This is an optimization exercise on Yosys and OpenROAD, whose aim is small area and a short achievable clock period, not a production implementation. No functional check of the RTL was part of any run shown here.

==> flow/design.v, too long to show whole: its modules and the start of the top module <==
// module LDL_crc32_d8: 40 lines
// module LDL_crc32_dn: 27 lines
// module LDL_crc32_dn_check: 1273 lines
// module crc_lanes: 48 lines
// module crc_fn_inv: 3 lines
// module crc_fn_or3: 3 lines
// module crc_fn_nor3: 3 lines
// module crc_fn_and2: 3 lines
// module crc_fn_and3: 3 lines
// module crc_fn_and4: 3 lines
// module crc_fn_nor2: 3 lines
// module crc_fn_nand2: 3 lines
// module crc_fn_nand3: 3 lines
// module crc_fn_nand4: 3 lines
// module crc_fn_nor4: 3 lines
// module crc_fn_a21oi: 3 lines
// module crc_fn_o21ai: 3 lines
// module crc_fn_a31oi: 3 lines
// module crc_fn_a31o: 3 lines
// module crc_fn_a32oi: 3 lines
// module crc_fn_a32o: 3 lines
// module crc_nand2: 3 lines
// module crc_nor2: 3 lines
// module crc_xn2: 3 lines
// module crc_x2: 3 lines
module LDL_crc32_dn_check #(parameter NUM = 16)(
  input  [8*NUM -1:0]        data,  
  input  [$clog2(NUM) -1:0]  bnum,  
  input         valid,
  input         eof  ,
  output reg    err  ,
  input         rst_n,
  input         clk
);
  // ...
==> flow/flow/run.sh <==
#!/bin/bash
# Layout: the standard ORFS flow (standard.sh) with the standard synthesis, and these
# changes to how the rest of the layout is made:
#  - port buffers are sky130_fd_sc_hd__buf_1 cells (buffer_ports -buffer_cell) instead of
#    the delay-buffer cells buffer_ports picks by default;
#  - after synthesis, the delay cells (clkdlybuf4s*, dlygate*, dlymetal*) join the
#    platform's DONT_USE_CELLS, so placement and repair do not use them;
set -euo pipefail
bash standard.sh synth > make_synth.log 2>&1
export BUFFER_PORTS_ARGS="-buffer_cell sky130_fd_sc_hd__buf_1"
DU="sky130_fd_sc_hd__probe_p_8 sky130_fd_sc_hd__probec_p_8 sky130_fd_sc_hd__lpflow_bleeder_1 sky130_fd_sc_hd__lpflow_clkbufkapwr_1 sky130_fd_sc_hd__lpflow_clkbufkapwr_16 sky130_fd_sc_hd__lpflow_clkbufkapwr_2 sky130_fd_sc_hd__lpflow_clkbufkapwr_4 sky130_fd_sc_hd__lpflow_clkbufkapwr_8 sky130_fd_sc_hd__lpflow_clkinvkapwr_1 sky130_fd_sc_hd__lpflow_clkinvkapwr_16 sky130_fd_sc_hd__lpflow_clkinvkapwr_2 sky130_fd_sc_hd__lpflow_clkinvkapwr_4 sky130_fd_sc_hd__lpflow_clkinvkapwr_8 sky130_fd_sc_hd__lpflow_decapkapwr_12 sky130_fd_sc_hd__lpflow_decapkapwr_3 sky130_fd_sc_hd__lpflow_decapkapwr_4 sky130_fd_sc_hd__lpflow_decapkapwr_6 sky130_fd_sc_hd__lpflow_decapkapwr_8 sky130_fd_sc_hd__lpflow_inputiso0n_1 sky130_fd_sc_hd__lpflow_inputiso0p_1 sky130_fd_sc_hd__lpflow_inputiso1n_1 sky130_fd_sc_hd__lpflow_inputiso1p_1 sky130_fd_sc_hd__lpflow_inputisolatch_1 sky130_fd_sc_hd__lpflow_isobufsrc_1 sky130_fd_sc_hd__lpflow_isobufsrc_16 sky130_fd_sc_hd__lpflow_isobufsrc_2 sky130_fd_sc_hd__lpflow_isobufsrc_4 sky130_fd_sc_hd__lpflow_isobufsrc_8 sky130_fd_sc_hd__lpflow_isobufsrckapwr_16 sky130_fd_sc_hd__lpflow_lsbuf_lh_hl_isowell_tap_1 sky130_fd_sc_hd__lpflow_lsbuf_lh_hl_isowell_tap_2 sky130_fd_sc_hd__lpflow_lsbuf_lh_hl_isowell_tap_4 sky130_fd_sc_hd__lpflow_lsbuf_lh_isowell_4 sky130_fd_sc_hd__lpflow_lsbuf_lh_isowell_tap_1 sky130_fd_sc_hd__lpflow_lsbuf_lh_isowell_tap_2 sky130_fd_sc_hd__lpflow_lsbuf_lh_isowell_tap_4"
DU="$DU sky130_fd_sc_hd__clkdlybuf4s15_1 sky130_fd_sc_hd__clkdlybuf4s15_2 sky130_fd_sc_hd__clkdlybuf4s18_1 sky130_fd_sc_hd__clkdlybuf4s18_2 sky130_fd_sc_hd__clkdlybuf4s25_1 sky130_fd_sc_hd__clkdlybuf4s25_2 sky130_fd_sc_hd__clkdlybuf4s50_1 sky130_fd_sc_hd__clkdlybuf4s50_2 sky130_fd_sc_hd__dlygate4sd1_1 sky130_fd_sc_hd__dlygate4sd2_1 sky130_fd_sc_hd__dlygate4sd3_1 sky130_fd_sc_hd__dlymetal6s2s_1 sky130_fd_sc_hd__dlymetal6s4s_1 sky130_fd_sc_hd__dlymetal6s6s_1"
bash standard.sh "DONT_USE_CELLS=$DU" SETUP_SLACK_MARGIN=14 finish > make_finish.log 2>&1
==> flow/standard.sh <==
#!/bin/bash
# synth_recipe.tcl (not shown) runs the flow's synth.tcl, then flattens the netlist and writes it again
# the make line also repeats each setting of config.mk as NAME=value (left out here)
make -C /OpenROAD-flow-scripts/flow DESIGN_CONFIG=/design/flow/config.mk WORK_HOME=/design/flow/orfs CLKGATE_MAP_FILE= SYNTH_SCRIPT=/design/flow/synth_recipe.tcl "${@:-finish}"
==> flow/config.mk <==
export PLATFORM = sky130hd
export DESIGN_NAME = LDL_crc32_dn_check
export DESIGN_NICKNAME = LDL_crc32_dn_check
export VERILOG_FILES = /design/flow/design.v
export SDC_FILE = /design/flow/constraint.sdc
export NUM_CORES = 4
export LEC_CHECK = 0
export ABC_CLOCK_PERIOD_IN_PS = 1500
export CAP_MARGIN = 20
export CORE_MARGIN = 2
export CORE_UTILIZATION = 50
export CTS_BUF_LIST = sky130_fd_sc_hd__clkbuf_4 sky130_fd_sc_hd__clkbuf_8
export GPL_ROUTABILITY_DRIVEN = 0
export PLACE_DENSITY = 0.75
export SLEW_MARGIN = 20
export SYNTH_HIERARCHICAL = 1
export SYNTH_MINIMUM_KEEP_SIZE = 0
==> flow/constraint.sdc <==
create_clock -name core_clock -period 24.0 [get_ports {clk}]
set_input_delay 4.8000 -clock core_clock [delete_from_list [all_inputs] [get_ports {clk}]]
set_output_delay 4.8000 -clock core_clock [all_outputs]
set_load 0.01 [all_outputs]
==> flow_results.xml, run 1 <==
<?xml version="1.0" encoding="UTF-8"?>
<metrics>
  <group name="critical_path">
    <metric name="timing.rr.start" unit="">s[7]</metric>
    <metric name="timing.critical_path.buf_inv" unit="">1</metric>
    <metric name="timing.critical_path.from" unit="">bnum[1]</metric>
    <metric name="critical_path_arrival" unit="ns">10.24</metric>
  </group>
  <group name="synth">
    <metric name="synthFlopType" unit="">sky130_fd_sc_hd__dfxtp_1</metric>
    <metric name="yosys.area_share.xor_xnor" unit="%">78.9</metric>
    <metric name="synth_top_family_by_area" unit="">XOR/XNOR gates</metric>
    <metric name="synth_async_sr_flop_share" unit="%">0</metric>
    <metric name="synth_largest_type_area_fraction" unit="%">76.8</metric>
    <metric name="synth.distinct_cells" unit="">27</metric>
    <metric name="synth.area.top_cells" unit="">sky130_fd_sc_hd__xor2_1 77%, sky130_fd_sc_hd__dfxtp_1 6.7%, sky130_fd_sc_hd__nor2_1 3.3%, sky130_fd_sc_hd__nor3b_1 2.5%, sky130_fd_sc_hd__nand2_1 2.1%</metric>
  </group>
  <group name="floorplanning">
    <metric name="well_tap_count" unit="">265</metric>
    <metric name="num_rows" unit="">51</metric>
  </group>
  <group name="status">
    <metric name="status" unit="">finished clean</metric>
  </group>
  <group name="global_routing">
    <metric name="grt_use_met1" unit="%">48.5</metric>
    <metric name="grt_start_max_net_pins" unit="">53</metric>
  </group>
  <group name="run">
    <metric name="maxCapViolCount" unit="">0</metric>
  </group>
  <group name="cells_and_area">
    <metric name="seq_area" unit="um2">661</metric>
    <metric name="final_cells" unit="">1586</metric>
    <metric name="final.signal_buffer_count" unit="">142</metric>
    <metric name="clock_cell_area_share" unit="%">1.11</metric>
    <metric name="top_flop_regs" unit="">s x32, err x1</metric>
    <metric name="multi_input_cells" unit="">1136</metric>
  </group>
  <group name="routing">
    <metric name="drt_first_iter_violations" unit="">1592</metric>
    <metric name="drt-wirelength-per-cell" unit="um">27.3</metric>
  </group>
  <group name="min_path">
    <metric name="timing.hold.worst.start" unit="">s[30]</metric>
  </group>
  <group name="timing">
    <metric name="unrepaired_setup_endpoints_after_global_routing" unit="">false</metric>
    <metric name="timing_worst_slew_pin_value" unit="ns">1.21</metric>
    <metric name="skew" unit="ns">0.00505</metric>
  </group>
  <group name="clocking">
    <metric name="cts_post_setup_buffers_inserted" unit="">0</metric>
  </group>
</metrics>
==> module crc_lanes, before the edit <==
module crc_lanes (input eof, input [3:0] bnum, output [15:1] en, output [15:1] dis);
wire [3:0] b = bnum;
wire e = eof;
wire nb3, nz, eb3;
wire [15:9] y;     
crc_fn_inv   u_nb3 (.a(b[3]), .y(nb3));
crc_fn_or3   u_nz  (.a(b[2]), .b(b[1]), .c(b[0]), .y(nz));       
crc_fn_and2  u_eb3 (.a(e), .b(b[3]), .y(eb3));
crc_fn_nor2  u_y9  (.a(b[2]), .b(b[1]), .y(y[9]));                
crc_fn_a21oi u_y10 (.a1(b[1]), .a2(b[0]), .b1(b[2]), .y(y[10]));  
crc_fn_inv   u_y11 (.a(b[2]), .y(y[11]));                         
crc_fn_o21ai u_y12 (.a1(b[1]), .a2(b[0]), .b1(b[2]), .y(y[12]));  
crc_fn_nand2 u_y13 (.a(b[2]), .b(b[1]), .y(y[13]));               
crc_fn_nand3 u_y14 (.a(b[2]), .b(b[1]), .c(b[0]), .y(y[14]));     
assign y[15] = 1'b1;
wire nzn;
crc_fn_nor3  u_y8  (.a(b[2]), .b(b[1]), .c(b[0]), .y(nzn));      
crc_fn_nand4 u_e1 (.a(e), .b(nb3), .c(nz), .d(y[9]), .y(en[1]));
crc_fn_and4  u_d1 (.a(e), .b(nb3), .c(nz), .d(y[9]), .y(dis[1]));
crc_fn_nand4 u_e2 (.a(e), .b(nb3), .c(nz), .d(y[10]), .y(en[2]));
crc_fn_and4  u_d2 (.a(e), .b(nb3), .c(nz), .d(y[10]), .y(dis[2]));
crc_fn_nand4 u_e3 (.a(e), .b(nb3), .c(nz), .d(y[11]), .y(en[3]));
crc_fn_and4  u_d3 (.a(e), .b(nb3), .c(nz), .d(y[11]), .y(dis[3]));
crc_fn_nand4 u_e4 (.a(e), .b(nb3), .c(nz), .d(y[12]), .y(en[4]));
crc_fn_and4  u_d4 (.a(e), .b(nb3), .c(nz), .d(y[12]), .y(dis[4]));
crc_fn_nand4 u_e5 (.a(e), .b(nb3), .c(nz), .d(y[13]), .y(en[5]));
crc_fn_and4  u_d5 (.a(e), .b(nb3), .c(nz), .d(y[13]), .y(dis[5]));
crc_fn_nand4 u_e6 (.a(e), .b(nb3), .c(nz), .d(y[14]), .y(en[6]));
crc_fn_and4  u_d6 (.a(e), .b(nb3), .c(nz), .d(y[14]), .y(dis[6]));
crc_fn_nand3 u_e7 (.a(e), .b(nb3), .c(nz), .y(en[7]));
crc_fn_and3  u_d7 (.a(e), .b(nb3), .c(nz), .y(dis[7]));
crc_fn_a32oi u_e8 (.a1(e), .a2(nb3), .a3(nz), .b1(eb3), .b2(nzn), .y(en[8]));
crc_fn_a32o  u_d8 (.a1(e), .a2(nb3), .a3(nz), .b1(eb3), .b2(nzn), .y(dis[8]));
crc_fn_a32oi u_e9 (.a1(e), .a2(nb3), .a3(nz), .b1(eb3), .b2(y[9]), .y(en[9]));
crc_fn_a32o  u_d9 (.a1(e), .a2(nb3), .a3(nz), .b1(eb3), .b2(y[9]), .y(dis[9]));
crc_fn_a32oi u_e10 (.a1(e), .a2(nb3), .a3(nz), .b1(eb3), .b2(y[10]), .y(en[10]));
crc_fn_a32o  u_d10 (.a1(e), .a2(nb3), .a3(nz), .b1(eb3), .b2(y[10]), .y(dis[10]));
crc_fn_a32oi u_e11 (.a1(e), .a2(nb3), .a3(nz), .b1(eb3), .b2(y[11]), .y(en[11]));
crc_fn_a32o  u_d11 (.a1(e), .a2(nb3), .a3(nz), .b1(eb3), .b2(y[11]), .y(dis[11]));
crc_fn_a32oi u_e12 (.a1(e), .a2(nb3), .a3(nz), .b1(eb3), .b2(y[12]), .y(en[12]));
crc_fn_a32o  u_d12 (.a1(e), .a2(nb3), .a3(nz), .b1(eb3), .b2(y[12]), .y(dis[12]));
crc_fn_a32oi u_e13 (.a1(e), .a2(nb3), .a3(nz), .b1(eb3), .b2(y[13]), .y(en[13]));
crc_fn_a32o  u_d13 (.a1(e), .a2(nb3), .a3(nz), .b1(eb3), .b2(y[13]), .y(dis[13]));
crc_fn_a32oi u_e14 (.a1(e), .a2(nb3), .a3(nz), .b1(eb3), .b2(y[14]), .y(en[14]));
crc_fn_a32o  u_d14 (.a1(e), .a2(nb3), .a3(nz), .b1(eb3), .b2(y[14]), .y(dis[14]));
crc_fn_a31oi u_e15 (.a1(e), .a2(nb3), .a3(nz), .b1(eb3), .y(en[15]));
crc_fn_a31o  u_d15 (.a1(e), .a2(nb3), .a3(nz), .b1(eb3), .y(dis[15]));
endmodule
==> run 2: changes to the inputs <==
--- a/flow/design.v
+++ b/flow/design.v
@@ -71,17 +71,18 @@
   input         valid,
   input         eof  ,
   output reg    err  ,
   input         rst_n,
   input         clk
 );
 reg  [31:0] s;       
 wire [15:1] en, dis;
-crc_lanes u_lanes (.eof(eof), .bnum(bnum), .en(en), .dis(dis));
+wire [15:1] disl;
+crc_lanes u_lanes (.eof(eof), .bnum(bnum), .en(en), .dis(dis), .disl(disl));
 wire [993:0] t;
 assign t[0] = ~data[120] ^ s[0];
 assign t[1] = ~data[121] ^ s[1];
 assign t[2] = ~data[122] ^ s[2];
 assign t[3] = ~data[123] ^ s[3];
 assign t[4] = ~data[124] ^ s[4];
 assign t[5] = ~data[125] ^ s[5];
 assign t[6] = ~data[126] ^ s[6];
@@ -441,31 +442,31 @@
 crc_nor2 n125 (.a(data[5]), .b(dis[15]), .y(m125));
 assign t[125] = m125;
 wire m126;
 crc_nor2 n126 (.a(data[6]), .b(dis[15]), .y(m126));
 assign t[126] = m126;
 wire m127;
 crc_nor2 n127 (.a(data[7]), .b(dis[15]), .y(m127));
 assign t[127] = m127;
-assign t[128] = dis[1];
-assign t[129] = dis[2];
-assign t[130] = dis[3];
-assign t[131] = dis[4];
-assign t[132] = dis[5];
-assign t[133] = dis[6];
-assign t[134] = dis[7];
-assign t[135] = dis[8];
-assign t[136] = dis[9];
-assign t[137] = dis[10];
-assign t[138] = dis[11];
-assign t[139] = dis[12];
-assign t[140] = dis[13];
-assign t[141] = dis[14];
-assign t[142] = dis[15];
+assign t[128] = disl[1];
+assign t[129] = disl[2];
+assign t[130] = disl[3];
+assign t[131] = disl[4];
+assign t[132] = disl[5];
+assign t[133] = disl[6];
+assign t[134] = disl[7];
+assign t[135] = disl[8];
+assign t[136] = disl[9];
+assign t[137] = disl[10];
+assign t[138] = disl[11];
+assign t[139] = disl[12];
+assign t[140] = disl[13];
+assign t[141] = disl[14];
+assign t[142] = disl[15];
 crc_x2 g0 (.a(t[5]), .b(t[14]), .y(t[143]));
 crc_x2 g1 (.a(t[4]), .b(t[33]), .y(t[144]));
 crc_x2 g2 (.a(t[6]), .b(t[44]), .y(t[145]));
 crc_x2 g3 (.a(t[7]), .b(t[36]), .y(t[146]));
 crc_x2 g4 (.a(t[29]), .b(t[75]), .y(t[147]));
 crc_x2 g5 (.a(t[8]), .b(t[23]), .y(t[148]));
 crc_x2 g6 (.a(t[67]), .b(t[77]), .y(t[149]));
 crc_x2 g7 (.a(t[3]), .b(t[119]), .y(t[150]));
@@ -1333,63 +1334,89 @@
 always @(posedge clk) begin
     if (!rst_n)
         s <= '1;
     else if (valid)
         s <= eof ? '1 : z;
     err <= err_d;
 end
 endmodule
-module crc_lanes (input eof, input [3:0] bnum, output [15:1] en, output [15:1] dis);
+module crc_lanes (input eof, input [3:0] bnum, output [15:1] en, output [15:1] dis, output [15:1] disl);
 wire [3:0] b = bnum;
 wire e = eof;
-wire nb3, nz, eb3;
+wire nb3_0, nz_0, eb3_0;
+crc_fn_inv   u_nb3_0 (.a(b[3]), .y(nb3_0));
+crc_fn_or3   u_nz_0  (.a(b[2]), .b(b[1]), .c(b[0]), .y(nz_0));       
+crc_fn_and2  u_eb3_0 (.a(e), .b(b[3]), .y(eb3_0));
+wire nb3_1, nz_1, eb3_1;
+crc_fn_inv   u_nb3_1 (.a(b[3]), .y(nb3_1));
+crc_fn_or3   u_nz_1  (.a(b[2]), .b(b[1]), .c(b[0]), .y(nz_1));       
+crc_fn_and2  u_eb3_1 (.a(e), .b(b[3]), .y(eb3_1));
+wire nb3_2, nz_2, eb3_2;
+crc_fn_inv   u_nb3_2 (.a(b[3]), .y(nb3_2));
+crc_fn_or3   u_nz_2  (.a(b[2]), .b(b[1]), .c(b[0]), .y(nz_2));       
+crc_fn_and2  u_eb3_2 (.a(e), .b(b[3]), .y(eb3_2));
+wire nb3_3, nz_3, eb3_3;
+crc_fn_inv   u_nb3_3 (.a(b[3]), .y(nb3_3));
+crc_fn_or3   u_nz_3  (.a(b[2]), .b(b[1]), .c(b[0]), .y(nz_3));       
+crc_fn_and2  u_eb3_3 (.a(e), .b(b[3]), .y(eb3_3));
 wire [15:9] y;     
-crc_fn_inv   u_nb3 (.a(b[3]), .y(nb3));
-crc_fn_or3   u_nz  (.a(b[2]), .b(b[1]), .c(b[0]), .y(nz));       
-crc_fn_and2  u_eb3 (.a(e), .b(b[3]), .y(eb3));
 crc_fn_nor2  u_y9  (.a(b[2]), .b(b[1]), .y(y[9]));                
 crc_fn_a21oi u_y10 (.a1(b[1]), .a2(b[0]), .b1(b[2]), .y(y[10]));  
 crc_fn_inv   u_y11 (.a(b[2]), .y(y[11]));                         
 crc_fn_o21ai u_y12 (.a1(b[1]), .a2(b[0]), .b1(b[2]), .y(y[12]));  
 crc_fn_nand2 u_y13 (.a(b[2]), .b(b[1]), .y(y[13]));               
 crc_fn_nand3 u_y14 (.a(b[2]), .b(b[1]), .c(b[0]), .y(y[14]));     
-assign y[15] = 1'b1;
 wire nzn;
 crc_fn_nor3  u_y8  (.a(b[2]), .b(b[1]), .c(b[0]), .y(nzn));      
-crc_fn_nand4 u_e1 (.a(e), .b(nb3), .c(nz), .d(y[9]), .y(en[1]));
-crc_fn_and4  u_d1 (.a(e), .b(nb3), .c(nz), .d(y[9]), .y(dis[1]));
-crc_fn_nand4 u_e2 (.a(e), .b(nb3), .c(nz), .d(y[10]), .y(en[2]));
-crc_fn_and4  u_d2 (.a(e), .b(nb3), .c(nz), .d(y[10]), .y(dis[2]));
-crc_fn_nand4 u_e3 (.a(e), .b(nb3), .c(nz), .d(y[11]), .y(en[3]));
-crc_fn_and4  u_d3 (.a(e), .b(nb3), .c(nz), .d(y[11]), .y(dis[3]));
-crc_fn_nand4 u_e4 (.a(e), .b(nb3), .c(nz), .d(y[12]), .y(en[4]));
-crc_fn_and4  u_d4 (.a(e), .b(nb3), .c(nz), .d(y[12]), .y(dis[4]));
-crc_fn_nand4 u_e5 (.a(e), .b(nb3), .c(nz), .d(y[13]), .y(en[5]));
-crc_fn_and4  u_d5 (.a(e), .b(nb3), .c(nz), .d(y[13]), .y(dis[5]));
-crc_fn_nand4 u_e6 (.a(e), .b(nb3), .c(nz), .d(y[14]), .y(en[6]));
-crc_fn_and4  u_d6 (.a(e), .b(nb3), .c(nz), .d(y[14]), .y(dis[6]));
-crc_fn_nand3 u_e7 (.a(e), .b(nb3), .c(nz), .y(en[7]));
-crc_fn_and3  u_d7 (.a(e), .b(nb3), .c(nz), .y(dis[7]));
-crc_fn_a32oi u_e8 (.a1(e), .a2(nb3), .a3(nz), .b1(eb3), .b2(nzn), .y(en[8]));
-crc_fn_a32o  u_d8 (.a1(e), .a2(nb3), .a3(nz), .b1(eb3), .b2(nzn), .y(dis[8]));
-crc_fn_a32oi u_e9 (.a1(e), .a2(nb3), .a3(nz), .b1(eb3), .b2(y[9]), .y(en[9]));
-crc_fn_a32o  u_d9 (.a1(e), .a2(nb3), .a3(nz), .b1(eb3), .b2(y[9]), .y(dis[9]));
-crc_fn_a32oi u_e10 (.a1(e), .a2(nb3), .a3(nz), .b1(eb3), .b2(y[10]), .y(en[10]));
-crc_fn_a32o  u_d10 (.a1(e), .a2(nb3), .a3(nz), .b1(eb3), .b2(y[10]), .y(dis[10]));
-crc_fn_a32oi u_e11 (.a1(e), .a2(nb3), .a3(nz), .b1(eb3), .b2(y[11]), .y(en[11]));
-crc_fn_a32o  u_d11 (.a1(e), .a2(nb3), .a3(nz), .b1(eb3), .b2(y[11]), .y(dis[11]));
-crc_fn_a32oi u_e12 (.a1(e), .a2(nb3), .a3(nz), .b1(eb3), .b2(y[12]), .y(en[12]));
-crc_fn_a32o  u_d12 (.a1(e), .a2(nb3), .a3(nz), .b1(eb3), .b2(y[12]), .y(dis[12]));
-crc_fn_a32oi u_e13 (.a1(e), .a2(nb3), .a3(nz), .b1(eb3), .b2(y[13]), .y(en[13]));
-crc_fn_a32o  u_d13 (.a1(e), .a2(nb3), .a3(nz), .b1(eb3), .b2(y[13]), .y(dis[13]));
-crc_fn_a32oi u_e14 (.a1(e), .a2(nb3), .a3(nz), .b1(eb3), .b2(y[14]), .y(en[14]));
-crc_fn_a32o  u_d14 (.a1(e), .a2(nb3), .a3(nz), .b1(eb3), .b2(y[14]), .y(dis[14]));
-crc_fn_a31oi u_e15 (.a1(e), .a2(nb3), .a3(nz), .b1(eb3), .y(en[15]));
-crc_fn_a31o  u_d15 (.a1(e), .a2(nb3), .a3(nz), .b1(eb3), .y(dis[15]));
+crc_fn_and4  u_dis1 (.a(e), .b(nb3_0), .c(nz_0), .d(y[9]), .y(dis[1]));
+crc_fn_and4  u_disl1 (.a(e), .b(nb3_0), .c(nz_0), .d(y[9]), .y(disl[1]));
+crc_fn_nand4 u_en1 (.a(e), .b(nb3_0), .c(nz_0), .d(y[9]), .y(en[1]));
+crc_fn_and4  u_dis2 (.a(e), .b(nb3_0), .c(nz_0), .d(y[10]), .y(dis[2]));
+crc_fn_and4  u_disl2 (.a(e), .b(nb3_0), .c(nz_0), .d(y[10]), .y(disl[2]));
+crc_fn_nand4 u_en2 (.a(e), .b(nb3_0), .c(nz_0), .d(y[10]), .y(en[2]));
+crc_fn_and4  u_dis3 (.a(e), .b(nb3_0), .c(nz_0), .d(y[11]), .y(dis[3]));
+crc_fn_and4  u_disl3 (.a(e), .b(nb3_0), .c(nz_0), .d(y[11]), .y(disl[3]));
+crc_fn_nand4 u_en3 (.a(e), .b(nb3_0), .c(nz_0), .d(y[11]), .y(en[3]));
+crc_fn_and4  u_dis4 (.a(e), .b(nb3_0), .c(nz_0), .d(y[12]), .y(dis[4]));
+crc_fn_and4  u_disl4 (.a(e), .b(nb3_0), .c(nz_0), .d(y[12]), .y(disl[4]));
+crc_fn_nand4 u_en4 (.a(e), .b(nb3_0), .c(nz_0), .d(y[12]), .y(en[4]));
+crc_fn_and4  u_dis5 (.a(e), .b(nb3_1), .c(nz_1), .d(y[13]), .y(dis[5]));
+crc_fn_and4  u_disl5 (.a(e), .b(nb3_1), .c(nz_1), .d(y[13]), .y(disl[5]));
+crc_fn_nand4 u_en5 (.a(e), .b(nb3_1), .c(nz_1), .d(y[13]), .y(en[5]));
+crc_fn_and4  u_dis6 (.a(e), .b(nb3_1), .c(nz_1), .d(y[14]), .y(dis[6]));
+crc_fn_and4  u_disl6 (.a(e), .b(nb3_1), .c(nz_1), .d(y[14]), .y(disl[6]));
+crc_fn_nand4 u_en6 (.a(e), .b(nb3_1), .c(nz_1), .d(y[14]), .y(en[6]));
+crc_fn_and3  u_dis7 (.a(e), .b(nb3_1), .c(nz_1), .y(dis[7]));
+crc_fn_and3  u_disl7 (.a(e), .b(nb3_1), .c(nz_1), .y(disl[7]));
+crc_fn_nand3 u_en7 (.a(e), .b(nb3_1), .c(nz_1), .y(en[7]));
+crc_fn_a32o  u_dis8 (.a1(e), .a2(nb3_1), .a3(nz_1), .b1(eb3_1), .b2(nzn), .y(dis[8]));
+crc_fn_a32o  u_disl8 (.a1(e), .a2(nb3_1), .a3(nz_1), .b1(eb3_1), .b2(nzn), .y(disl[8]));
+crc_fn_a32oi u_en8 (.a1(e), .a2(nb3_1), .a3(nz_1), .b1(eb3_1), .b2(nzn), .y(en[8]));
+crc_fn_a32o  u_dis9 (.a1(e), .a2(nb3_2), .a3(nz_2), .b1(eb3_2), .b2(y[9]), .y(dis[9]));
+crc_fn_a32o  u_disl9 (.a1(e), .a2(nb3_2), .a3(nz_2), .b1(eb3_2), .b2(y[9]), .y(disl[9]));
+crc_fn_a32oi u_en9 (.a1(e), .a2(nb3_2), .a3(nz_2), .b1(eb3_2), .b2(y[9]), .y(en[9]));
+crc_fn_a32o  u_dis10 (.a1(e), .a2(nb3_2), .a3(nz_2), .b1(eb3_2), .b2(y[10]), .y(dis[10]));
+crc_fn_a32o  u_disl10 (.a1(e), .a2(nb3_2), .a3(nz_2), .b1(eb3_2), .b2(y[10]), .y(disl[10]));
+crc_fn_a32oi u_en10 (.a1(e), .a2(nb3_2), .a3(nz_2), .b1(eb3_2), .b2(y[10]), .y(en[10]));
+crc_fn_a32o  u_dis11 (.a1(e), .a2(nb3_2), .a3(nz_2), .b1(eb3_2), .b2(y[11]), .y(dis[11]));
+crc_fn_a32o  u_disl11 (.a1(e), .a2(nb3_2), .a3(nz_2), .b1(eb3_2), .b2(y[11]), .y(disl[11]));
+crc_fn_a32oi u_en11 (.a1(e), .a2(nb3_2), .a3(nz_2), .b1(eb3_2), .b2(y[11]), .y(en[11]));
+crc_fn_a32o  u_dis12 (.a1(e), .a2(nb3_2), .a3(nz_2), .b1(eb3_2), .b2(y[12]), .y(dis[12]));
+crc_fn_a32o  u_disl12 (.a1(e), .a2(nb3_2), .a3(nz_2), .b1(eb3_2), .b2(y[12]), .y(disl[12]));
+crc_fn_a32oi u_en12 (.a1(e), .a2(nb3_2), .a3(nz_2), .b1(eb3_2), .b2(y[12]), .y(en[12]));
+crc_fn_a32o  u_dis13 (.a1(e), .a2(nb3_3), .a3(nz_3), .b1(eb3_3), .b2(y[13]), .y(dis[13]));
+crc_fn_a32o  u_disl13 (.a1(e), .a2(nb3_3), .a3(nz_3), .b1(eb3_3), .b2(y[13]), .y(disl[13]));
+crc_fn_a32oi u_en13 (.a1(e), .a2(nb3_3), .a3(nz_3), .b1(eb3_3), .b2(y[13]), .y(en[13]));
+crc_fn_a32o  u_dis14 (.a1(e), .a2(nb3_3), .a3(nz_3), .b1(eb3_3), .b2(y[14]), .y(dis[14]));
+crc_fn_a32o  u_disl14 (.a1(e), .a2(nb3_3), .a3(nz_3), .b1(eb3_3), .b2(y[14]), .y(disl[14]));
+crc_fn_a32oi u_en14 (.a1(e), .a2(nb3_3), .a3(nz_3), .b1(eb3_3), .b2(y[14]), .y(en[14]));
+crc_fn_a31o  u_dis15 (.a1(e), .a2(nb3_3), .a3(nz_3), .b1(eb3_3), .y(dis[15]));
+crc_fn_a31o  u_disl15 (.a1(e), .a2(nb3_3), .a3(nz_3), .b1(eb3_3), .y(disl[15]));
+crc_fn_a31oi u_en15 (.a1(e), .a2(nb3_3), .a3(nz_3), .b1(eb3_3), .y(en[15]));
 endmodule
 module crc_fn_inv (input a, output y);
 assign y = ~a;
 endmodule
 module crc_fn_or3 (input a, input b, input c, output y);
 assign y = a | b | c;
 endmodule
 module crc_fn_nor3 (input a, input b, input c, output y);
==> run 2 against run 1 <==
Via count increased by 3.8%. Global-route usage decreased by 0.24 points. Clock skew decreased by 0.0019 ns. Synthesized area increased by 1.8%. Hold slack got worse by 0.0019 ns. Critical path type unchanged. Highest routed layer unchanged.
==> flow_results.xml, run 2 <==
<?xml version="1.0" encoding="UTF-8"?>
<metrics>
  <group name="critical_path">
    <metric name="cp_cell_sequence" unit="">buf_1, or3_1, nand4_1, nand2_1, xor2_1, xor2_1, xor2_1, xor2_1, xor2_1, xor2_1, xor2_1, xnor2_1, nand4_1, nor4_2, a21oi_2</metric>
    <metric name="critPathRequiredTime" unit="ns">24.18</metric>
    <metric name="crit_path_max_fo" unit="">12</metric>
    <metric name="crit_family" unit="">XOR/XNOR gates</metric>
    <metric name="critical_path.startpoint_type" unit="">input port</metric>
    <metric name="timing.critical_path.slowest_cell_delay" unit="ns">0.60</metric>
    <metric name="critPathKind" unit="">input port to flip-flop</metric>
    <metric name="path_common_cell" unit="">sky130_fd_sc_hd__xor2_1</metric>
    <metric name="timing.critical_path.buf_inv" unit="">1</metric>
    <metric name="slowest_stage" unit="">sky130_fd_sc_hd__xor2_1</metric>
    <metric name="cp-end-kind" unit="">flip-flop</metric>
    <metric name="critical_path_arrival" unit="ns">10.25</metric>
  </group>
  <group name="cells_and_area">
    <metric name="largest_register_ff_count" unit="">32</metric>
    <metric name="final.fill_count" unit="">1910</metric>
    <metric name="top_flop_regs" unit="">s x32, err x1</metric>
    <metric name="layout_commonest_cell" unit="">sky130_fd_sc_hd__xor2_1</metric>
    <metric name="antennaDiodeCount" unit="">0</metric>
    <metric name="seq_area" unit="um2">661</metric>
    <metric name="largest_register" unit="">s</metric>
    <metric name="drive_above_1_share" unit="%">1.86</metric>
    <metric name="most-common-layout-cells" unit="">852 x sky130_fd_sc_hd__xor2_1, 142 x sky130_fd_sc_hd__buf_1, 85 x sky130_fd_sc_hd__nor2_1</metric>
    <metric name="final_cells" unit="">1612</metric>
    <metric name="multi_input_comb_area" unit="mm2">0.00930</metric>
    <metric name="finalNetCount" unit="">1482</metric>
    <metric name="syn_to_layout_area_delta" unit="%">9.80</metric>
  </group>
  <group name="timing">
    <metric name="setup_viol" unit="">0</metric>
    <metric name="report.final.hold_viol_count" unit="">0</metric>
    <metric name="layout_setup_ws" unit="ns">13.93</metric>
    <metric name="max_freq" unit="GHz">0.0993</metric>
    <metric name="layout_worst_path_cycle_share" unit="%">42.0</metric>
    <metric name="relSlewSlack" unit="%">25.6</metric>
    <metric name="skew" unit="ns">0.00316</metric>
    <metric name="unrepaired_setup_endpoints_after_global_routing" unit="">false</metric>
    <metric name="timing_worst_slew_pin_value" unit="ns">1.11</metric>
    <metric name="finalWorstPathRequiredPeriod" unit="ns">10.07</metric>
    <metric name="setup_total_negative_slack" unit="ns">0</metric>
    <metric name="fin_max_slew_vios" unit="">0</metric>
  </group>
  <group name="min_path">
    <metric name="min_path_type" unit="">flip-flop to flip-flop</metric>
  </group>
  <group name="routing">
    <metric name="postRouteAntennaNets" unit="">0</metric>
    <metric name="first_pass_iters" unit="">9</metric>
    <metric name="via_count" unit="">9851</metric>
    <metric name="routed_via_density" unit="">6.11</metric>
    <metric name="wl" unit="um">44800</metric>
    <metric name="drt_first_iter_violations" unit="">1688</metric>
    <metric name="drt-wirelength-per-cell" unit="um">27.8</metric>
    <metric name="drc_errors" unit="">0</metric>
  </group>
  <group name="synth">
    <metric name="number_of_enable_type_register_cells_in_the_synthesized_netlist" unit="">0</metric>
    <metric name="synth_largest_type_area_fraction" unit="%">75.5</metric>
    <metric name="synth_async_sr_flop_share" unit="%">0</metric>
    <metric name="yosys_register_bits" unit="">33</metric>
    <metric name="netlist.top_cell.by_area" unit="">sky130_fd_sc_hd__xor2_1</metric>
    <metric name="avgSynthCellArea" unit="um2">8.27</metric>
    <metric name="synth.cells.most_frequent" unit="">860 x sky130_fd_sc_hd__xor2_1, 85 x sky130_fd_sc_hd__nor2_1, 55 x sky130_fd_sc_hd__nand2_1</metric>
    <metric name="synth.area.top_cells" unit="">sky130_fd_sc_hd__xor2_1 75%, sky130_fd_sc_hd__dfxtp_1 6.6%, sky130_fd_sc_hd__nor2_1 3.2%, sky130_fd_sc_hd__nor3b_1 2.4%, sky130_fd_sc_hd__nand2_1 2.1%</metric>
    <metric name="syn-num-nets" unit="">1343</metric>
    <metric name="synthMostInstantiatedCell" unit="">sky130_fd_sc_hd__xor2_1</metric>
    <metric name="synth.distinct_cells" unit="">27</metric>
    <metric name="synth-warning-count" unit="">7</metric>
    <metric name="synthFlopType" unit="">sky130_fd_sc_hd__dfxtp_1</metric>
    <metric name="mappedNetlistArea" unit="mm2">0.00998</metric>
    <metric name="yosysSeqAreaShare" unit="%">6.62</metric>
    <metric name="syn-instance-count" unit="">1207</metric>
  </group>
  <group name="floorplanning">
    <metric name="starting_density" unit="%">51.1</metric>
    <metric name="core_area" unit="mm2">0.0195</metric>
    <metric name="die_h" unit="um">145</metric>
    <metric name="dieArea" unit="mm2">0.0211</metric>
    <metric name="num_rows" unit="">51</metric>
    <metric name="die_width" unit="um">145</metric>
    <metric name="pin_count" unit="">137</metric>
  </group>
  <group name="global_routing">
    <metric name="grt_overflow" unit="">0</metric>
    <metric name="grt_pass1_vias" unit="">9398</metric>
    <metric name="grt_start_max_net_pins" unit="">53</metric>
    <metric name="antenna_found_initial" unit="">0</metric>
    <metric name="grt_pass1_wl" unit="um">62200</metric>
    <metric name="grtUsageTotal" unit="%">40.5</metric>
  </group>
  <group name="place">
    <metric name="detailedPlace.worstSlack" unit="ns">13.53</metric>
    <metric name="dp_hpwl" unit="um">37900</metric>
    <metric name="dp.cells" unit="">1604</metric>
    <metric name="numPortBuffers" unit="">136</metric>
  </group>
  <group name="clocking">
    <metric name="tritoncts" unit="">done</metric>
    <metric name="cts.sink_count" unit="">33</metric>
    <metric name="cts-htree-levels" unit="">2</metric>
    <metric name="clock-root-buffer" unit="">sky130_fd_sc_hd__clkbuf_8</metric>
    <metric name="cts_max_path_buffers" unit="">2</metric>
    <metric name="worst_setup_hold_path_clk_slew" unit="ns">0.07</metric>
    <metric name="worstSkewPairLatency" unit="ns">0.29</metric>
    <metric name="cts-buffers-inserted" unit="">5</metric>
  </group>
  <group name="run">
    <metric name="maxCapViolCount" unit="">0</metric>
  </group>
  <group name="status">
    <metric name="status" unit="">finished clean</metric>
  </group>
</metrics>
==> run 2: changes by cell type in the layout (fill, tap and decap cells not counted), moves of 2 or more <==
cell and delta:
sky130_fd_sc_hd__and4_1 +6, sky130_fd_sc_hd__xor2_1 +4, sky130_fd_sc_hd__or3_1 +4, sky130_fd_sc_hd__xor2_2 -4, sky130_fd_sc_hd__inv_1 +3, sky130_fd_sc_hd__buf_1 +4, sky130_fd_sc_hd__clkbuf_2 -2, sky130_fd_sc_hd__a32o_1 +8
sky130_fd_sc_hd__and2_1 +2
==> run 2: cell families after synthesis <==
group,count (synthesis),share of synthesized area (%)
AND/OR/NAND/NOR,214,10.8
XOR/XNOR,883,77.5
AO/OA/AOI/OAI,59,4.26
buffers and inverters,18,0.840
flip-flops,33,6.62
==> run 2: metrics by stage <==
step	utilization [%]	cell area (um2)	hold slack, ns
2_1_floorplan	-	9980	0.489
3_3_place_gp	55.3	10800	0.504
3_5_place_dp	55.3	10800	0.508
4_1_cts	55.8	10900	0.519
5_1_grt	56.1	11000	0.548
6_report	56.1	11000	0.517
==> run 2: area by class of cell <==
| cell class | instances | area share (%) |
|---|---|---|
| Multi-Input combinational cell | 1156 | 84.8 |
| Sequential cell | 33 | 6.03 |
| Clock buffer | 7 | 0.879 |
| Clock inverter | 1 | 0.0457 |
| Timing Repair Buffer | 145 | 5.02 |
| Tap cell | 265 | 3.03 |
| Inverter | 5 | 0.171 |
==> run 2: path summary, 6_finish.rpt <==
check        slack, ns   end  cells after the start  startpoint
min reg2reg       0.52  s[1]                      2        s[1]
max              13.93   err                     15     bnum[2]
max reg2reg      19.11   err                     12        s[0]
min               0.52  s[1]                      2        s[1]
==> run 2: timing repair <==
item,in CTS,in global routing
setup endpoints to repair,1,1
setup buffers,0,0
resized for setup,1,8
hold buffers,0,0
==> run 2: per-module statistics from Yosys (local to each module, per instance), a selection <==
module,cells inside,copies in the design,flip-flops and latches,cell area (um2)
crc_fn_a21oi,1,2,0,8.76
crc_fn_a32o,1,14,0,10.0
crc_fn_a32oi,1,7,0,8.76
crc_fn_and2,1,3,0,6.26
crc_fn_nand2,1,1,0,3.75
crc_fn_nand3,1,3,0,5.00
crc_fn_nand4,1,14,0,6.26
crc_fn_nor2,1,1,0,3.75
crc_fn_nor3,1,1,0,10.0
crc_fn_o21ai,1,1,0,5.00
crc_nand2,1,54,0,3.75
crc_xn2,1,15,0,8.76
==> run 2: per-layer routing <==
| layer | GRT usage [%] | vias to the layer above | share of wire, % |
|---|---|---|---|
| li1 | - | 4119 | - |
| met1 | 48.4 | 4421 | 35 |
| met2 | 55.1 | 989 | 38 |
| met3 | 17.5 | 322 | 16 |
| met4 | 33.8 | 0 | 11 |
| met5 | 2.38 | - | 0 |
==> run 2: worst reg2reg max path, stage by stage, from the launching register on <==
cell and delay [ns]:
sky130_fd_sc_hd__dfxtp_1 0.33, sky130_fd_sc_hd__xnor2_1 0.60, sky130_fd_sc_hd__xor2_1 0.68, sky130_fd_sc_hd__xor2_1 0.77, sky130_fd_sc_hd__xor2_1 0.24, sky130_fd_sc_hd__xor2_1 0.31
sky130_fd_sc_hd__xor2_1 0.53, sky130_fd_sc_hd__xor2_1 0.15, sky130_fd_sc_hd__xor2_1 0.18, sky130_fd_sc_hd__xnor2_1 0.40, sky130_fd_sc_hd__nand4_1 0.20, sky130_fd_sc_hd__nor4_2 0.32
sky130_fd_sc_hd__a21oi_2 0.08
==> run 3: changes to the inputs <==
--- a/flow/config.mk
+++ b/flow/config.mk
@@ -10,7 +10,6 @@
 export CORE_MARGIN = 2
 export CORE_UTILIZATION = 50
 export CTS_BUF_LIST = sky130_fd_sc_hd__clkbuf_4 sky130_fd_sc_hd__clkbuf_8
-export GPL_ROUTABILITY_DRIVEN = 0
 export PLACE_DENSITY = 0.75
 export SLEW_MARGIN = 20
 export SYNTH_HIERARCHICAL = 1
==> run 3 against run 2 <==
Highest routed layer unchanged. Die area unchanged. Register-to-register slack got worse by 0.03 ns. Utilization increased by 0.41 points. Via count decreased by 2.2%. Global-route usage increased by 6.7 points. Maximum frequency is 0.60% higher. Critical path depth up 1. Critical endpoint unchanged. Largest cell class unchanged. Sequential cell count is the same. Cell count increased by 0.68%. Final area increased by 0.73%. Non-clock buffer count is 11 higher. Critical path type unchanged.
==> flow_results.xml, run 3 <==
<?xml version="1.0" encoding="UTF-8"?>
<metrics>
  <group name="routing">
    <metric name="wl" unit="um">51700</metric>
    <metric name="via_count" unit="">9635</metric>
    <metric name="first_pass_iters" unit="">5</metric>
    <metric name="drt_first_iter_violations" unit="">1284</metric>
    <metric name="drc_errors" unit="">0</metric>
    <metric name="drt-wirelength-per-cell" unit="um">31.9</metric>
    <metric name="routed_via_density" unit="">5.94</metric>
    <metric name="postRouteAntennaNets" unit="">0</metric>
  </group>
  <group name="floorplanning">
    <metric name="starting_density" unit="%">51.1</metric>
    <metric name="num_rows" unit="">51</metric>
    <metric name="core_area" unit="mm2">0.0195</metric>
    <metric name="die_width" unit="um">145</metric>
    <metric name="dieArea" unit="mm2">0.0211</metric>
    <metric name="die_h" unit="um">145</metric>
    <metric name="pin_count" unit="">137</metric>
  </group>
  <group name="global_routing">
    <metric name="grt_pass1_vias" unit="">9333</metric>
    <metric name="grtUsageTotal" unit="%">47.2</metric>
    <metric name="grt_overflow" unit="">0</metric>
    <metric name="grt_start_max_net_pins" unit="">53</metric>
    <metric name="antenna_found_initial" unit="">0</metric>
    <metric name="grt_pass1_wl" unit="um">69900</metric>
  </group>
  <group name="status">
    <metric name="status" unit="">finished clean</metric>
  </group>
  <group name="critical_path">
    <metric name="critical_path_arrival" unit="ns">10.19</metric>
    <metric name="critPathKind" unit="">input port to flip-flop</metric>
    <metric name="crit_path_max_fo" unit="">12</metric>
    <metric name="critical_path.startpoint_type" unit="">input port</metric>
    <metric name="critPathRequiredTime" unit="ns">24.18</metric>
    <metric name="cp-end-kind" unit="">flip-flop</metric>
  </group>
  <group name="clocking">
    <metric name="holdBufCountCts" unit="">0</metric>
    <metric name="worst_setup_hold_path_clk_slew" unit="ns">0.07</metric>
    <metric name="worstSkewPairLatency" unit="ns">0.30</metric>
    <metric name="cts_max_path_buffers" unit="">2</metric>
    <metric name="clock-root-buffer" unit="">sky130_fd_sc_hd__clkbuf_8</metric>
    <metric name="cts-htree-levels" unit="">2</metric>
    <metric name="cts-buffers-inserted" unit="">5</metric>
    <metric name="cts.sink_count" unit="">33</metric>
    <metric name="tritoncts" unit="">done</metric>
  </group>
  <group name="synth">
    <metric name="synth_async_sr_flop_share" unit="%">0</metric>
    <metric name="synth_largest_type_area_fraction" unit="%">75.5</metric>
    <metric name="synth_compound_gate_area_share" unit="%">4.26</metric>
    <metric name="synth.cells.most_frequent" unit="">860 x sky130_fd_sc_hd__xor2_1, 85 x sky130_fd_sc_hd__nor2_1, 55 x sky130_fd_sc_hd__nand2_1</metric>
    <metric name="synth.area.top_cells" unit="">sky130_fd_sc_hd__xor2_1 75%, sky130_fd_sc_hd__dfxtp_1 6.6%, sky130_fd_sc_hd__nor2_1 3.2%, sky130_fd_sc_hd__nor3b_1 2.4%, sky130_fd_sc_hd__nand2_1 2.1%</metric>
    <metric name="netlist.top_cell.by_area" unit="">sky130_fd_sc_hd__xor2_1</metric>
    <metric name="yosys.area_share.xor_xnor" unit="%">77.5</metric>
    <metric name="avgSynthCellArea" unit="um2">8.27</metric>
    <metric name="synth.distinct_cells" unit="">27</metric>
    <metric name="yosysSeqAreaShare" unit="%">6.62</metric>
    <metric name="synthFlopType" unit="">sky130_fd_sc_hd__dfxtp_1</metric>
    <metric name="synthAdderAreaFrac" unit="%">0</metric>
    <metric name="syn-instance-count" unit="">1207</metric>
    <metric name="number_of_enable_type_register_cells_in_the_synthesized_netlist" unit="">0</metric>
    <metric name="synthMostInstantiatedCell" unit="">sky130_fd_sc_hd__xor2_1</metric>
    <metric name="synth-warning-count" unit="">7</metric>
    <metric name="yosys_register_bits" unit="">33</metric>
    <metric name="mappedNetlistArea" unit="mm2">0.00998</metric>
    <metric name="synth_top_family_by_area" unit="">XOR/XNOR gates</metric>
    <metric name="syn-num-nets" unit="">1343</metric>
    <metric name="synth_simple_gate_area_share" unit="%">10.8</metric>
    <metric name="muxShareOfSynthArea" unit="%">0</metric>
  </group>
  <group name="cells_and_area">
    <metric name="top_flop_regs" unit="">s x32, err x1</metric>
    <metric name="syn_to_layout_area_delta" unit="%">10.6</metric>
    <metric name="post-route-cell-area" unit="mm2">0.0110</metric>
    <metric name="antennaDiodeCount" unit="">0</metric>
    <metric name="largest_register" unit="">s</metric>
    <metric name="most-common-layout-cells" unit="">847 x sky130_fd_sc_hd__xor2_1, 152 x sky130_fd_sc_hd__buf_1, 85 x sky130_fd_sc_hd__nor2_1</metric>
    <metric name="largest_register_ff_count" unit="">32</metric>
    <metric name="layout_commonest_cell" unit="">sky130_fd_sc_hd__xor2_1</metric>
    <metric name="finalNetCount" unit="">1493</metric>
    <metric name="drive_above_1_share" unit="%">2.43</metric>
    <metric name="final_cells" unit="">1623</metric>
  </group>
  <group name="timing">
    <metric name="layout_worst_path_cycle_share" unit="%">41.7</metric>
    <metric name="layout_setup_ws" unit="ns">13.99</metric>
    <metric name="unrepaired_setup_endpoints_after_global_routing" unit="">false</metric>
    <metric name="report.final.hold_viol_count" unit="">0</metric>
    <metric name="fin_max_slew_vios" unit="">0</metric>
    <metric name="finalWorstPathRequiredPeriod" unit="ns">10.01</metric>
    <metric name="setup_total_negative_slack" unit="ns">0</metric>
    <metric name="setup_viol" unit="">0</metric>
    <metric name="timing_worst_slew_pin_value" unit="ns">1.17</metric>
    <metric name="skew" unit="ns">0.00774</metric>
    <metric name="relSlewSlack" unit="%">21.8</metric>
    <metric name="max_freq" unit="GHz">0.0999</metric>
  </group>
  <group name="place">
    <metric name="dp_hpwl" unit="um">45400</metric>
    <metric name="detailedPlace.worstSlack" unit="ns">12.86</metric>
    <metric name="dp.cells" unit="">1612</metric>
    <metric name="placed_area" unit="mm2">0.0108</metric>
    <metric name="globalplace.congestion" unit="">1.22</metric>
    <metric name="numPortBuffers" unit="">136</metric>
  </group>
  <group name="run">
    <metric name="maxCapViolCount" unit="">0</metric>
  </group>
  <group name="min_path">
    <metric name="min_path_type" unit="">flip-flop to flip-flop</metric>
  </group>
</metrics>
## run 3: critical path, stage by stage
cell,delay (ns)
sky130_fd_sc_hd__buf_1,0.21
sky130_fd_sc_hd__or3_1,0.58
sky130_fd_sc_hd__and4_1,0.33
sky130_fd_sc_hd__nor2_1,0.13
sky130_fd_sc_hd__buf_1,0.54
sky130_fd_sc_hd__xor2_1,0.45
sky130_fd_sc_hd__xor2_1,0.55
sky130_fd_sc_hd__xor2_1,0.32
sky130_fd_sc_hd__xor2_1,0.63
sky130_fd_sc_hd__xor2_1,0.47
sky130_fd_sc_hd__xor2_1,0.23
sky130_fd_sc_hd__xor2_1,0.19
sky130_fd_sc_hd__xor2_1,0.22
sky130_fd_sc_hd__nand4_1,0.20
sky130_fd_sc_hd__nor4_2,0.24
sky130_fd_sc_hd__a21oi_2,0.09
## run 3: through the flow
step | util, % | hold WS, ns
after CTS | 56.1 | 0.519
after global routing | 56.5 | 0.544
after global placement | 55.4 | 0.509
after floorplan | - | 0.489
final | 56.5 | 0.524
after detailed placement | 55.5 | 0.505
## run 3: worst paths after layout
kind | start | to | slack [ns] | cells after the start
hold reg to reg | s[21] | s[21] | 0.52 | 2
hold / removal | s[21] | s[21] | 0.52 | 2
setup / recovery | bnum[2] | err | 13.99 | 16
setup reg to reg | s[7] | err | 19.08 | 12
## run 3: kinds of logic (layout without fill, tap and decap cells)
kind of cell    after synthesis  after routing
xor+xnor                    883            883
compound gates               59             59
buf+inv                      18            169
flops                        33             33
simple gates                214            214
## run 3: area by class of cell
class,count,area [um2]
clock buffer,5,68.8
clock inverter,3,17.5
fill,1932,8490
inverter,5,18.8
multi-input combinational,1156,9350
sequential,33,661
tap,265,332
timing repair buffer,156,593
## run 3: timing repair
item,in CTS,in global routing
setup endpoints to repair,14,1
gates cloned,0,0
setup buffers,0,3
gates resized for setup,5,11
## run 3: modules after synthesis, one instance, submodules excluded, excerpt
module	cells inside	area, um2	flops+latches	times used
LDL_crc32_dn_check	161	1510	33	1
crc_fn_a31o	1	8.76	0	2
crc_fn_a32o	1	10.0	0	14
crc_fn_a32oi	1	8.76	0	7
crc_fn_and3	1	6.26	0	2
crc_fn_inv	1	3.75	0	5
crc_fn_nand2	1	3.75	0	1
crc_fn_nand4	1	6.26	0	14
crc_fn_nor4	1	12.5	0	2
crc_fn_o21ai	1	5.00	0	1
crc_nand2	1	3.75	0	54
crc_nor2	1	3.75	0	66
crc_x2	1	8.76	0	836
crc_xn2	1	8.76	0	15
## run 3: per-layer routing
layer,up-vias,global-route usage (%),wire length (um)
met4,0,38.6,5440
met2,796,69.2,20800
met3,228,8.62,5420
li1,4136,-,-
met1,4475,60.0,20000
met5,-,0,0

[static timing again, ports no longer ideal]
Ports are ideal in the flow. The routed layouts listed here were re-timed in OpenROAD. Step 1: set_driving_cell puts a clkbuf_16 on clk and a buf_2 on each other input, an assumption about the parent block. Step 2 moves the port delays by t, midway between the first and last clock arrival at a register: inputs arrive t later, outputs are due t later. That takes back most of the time a late clock gives input paths. a / b / c = ideal ports / drivers / drivers and shift; a / b = the first two.
run | t, ns | setup WS [ns] | hold slack, ns | worst setup path after step 2 | worst register clock-pin slew, ns
run 1 | 0.310 | 13.929 / 13.936 / 13.626 | 0.519 / 0.519 / 0.519 | input to register | 0.07 / 0.07
run 2 | 0.317 | 13.932 / 13.932 / 13.615 | 0.517 / 0.517 / 0.517 | input to register | 0.07 / 0.07
run 3 | 0.322 | 13.992 / 13.997 / 13.675 | 0.524 / 0.524 / 0.524 | input to register | 0.08 / 0.08
After both steps every run listed still meets setup and hold.
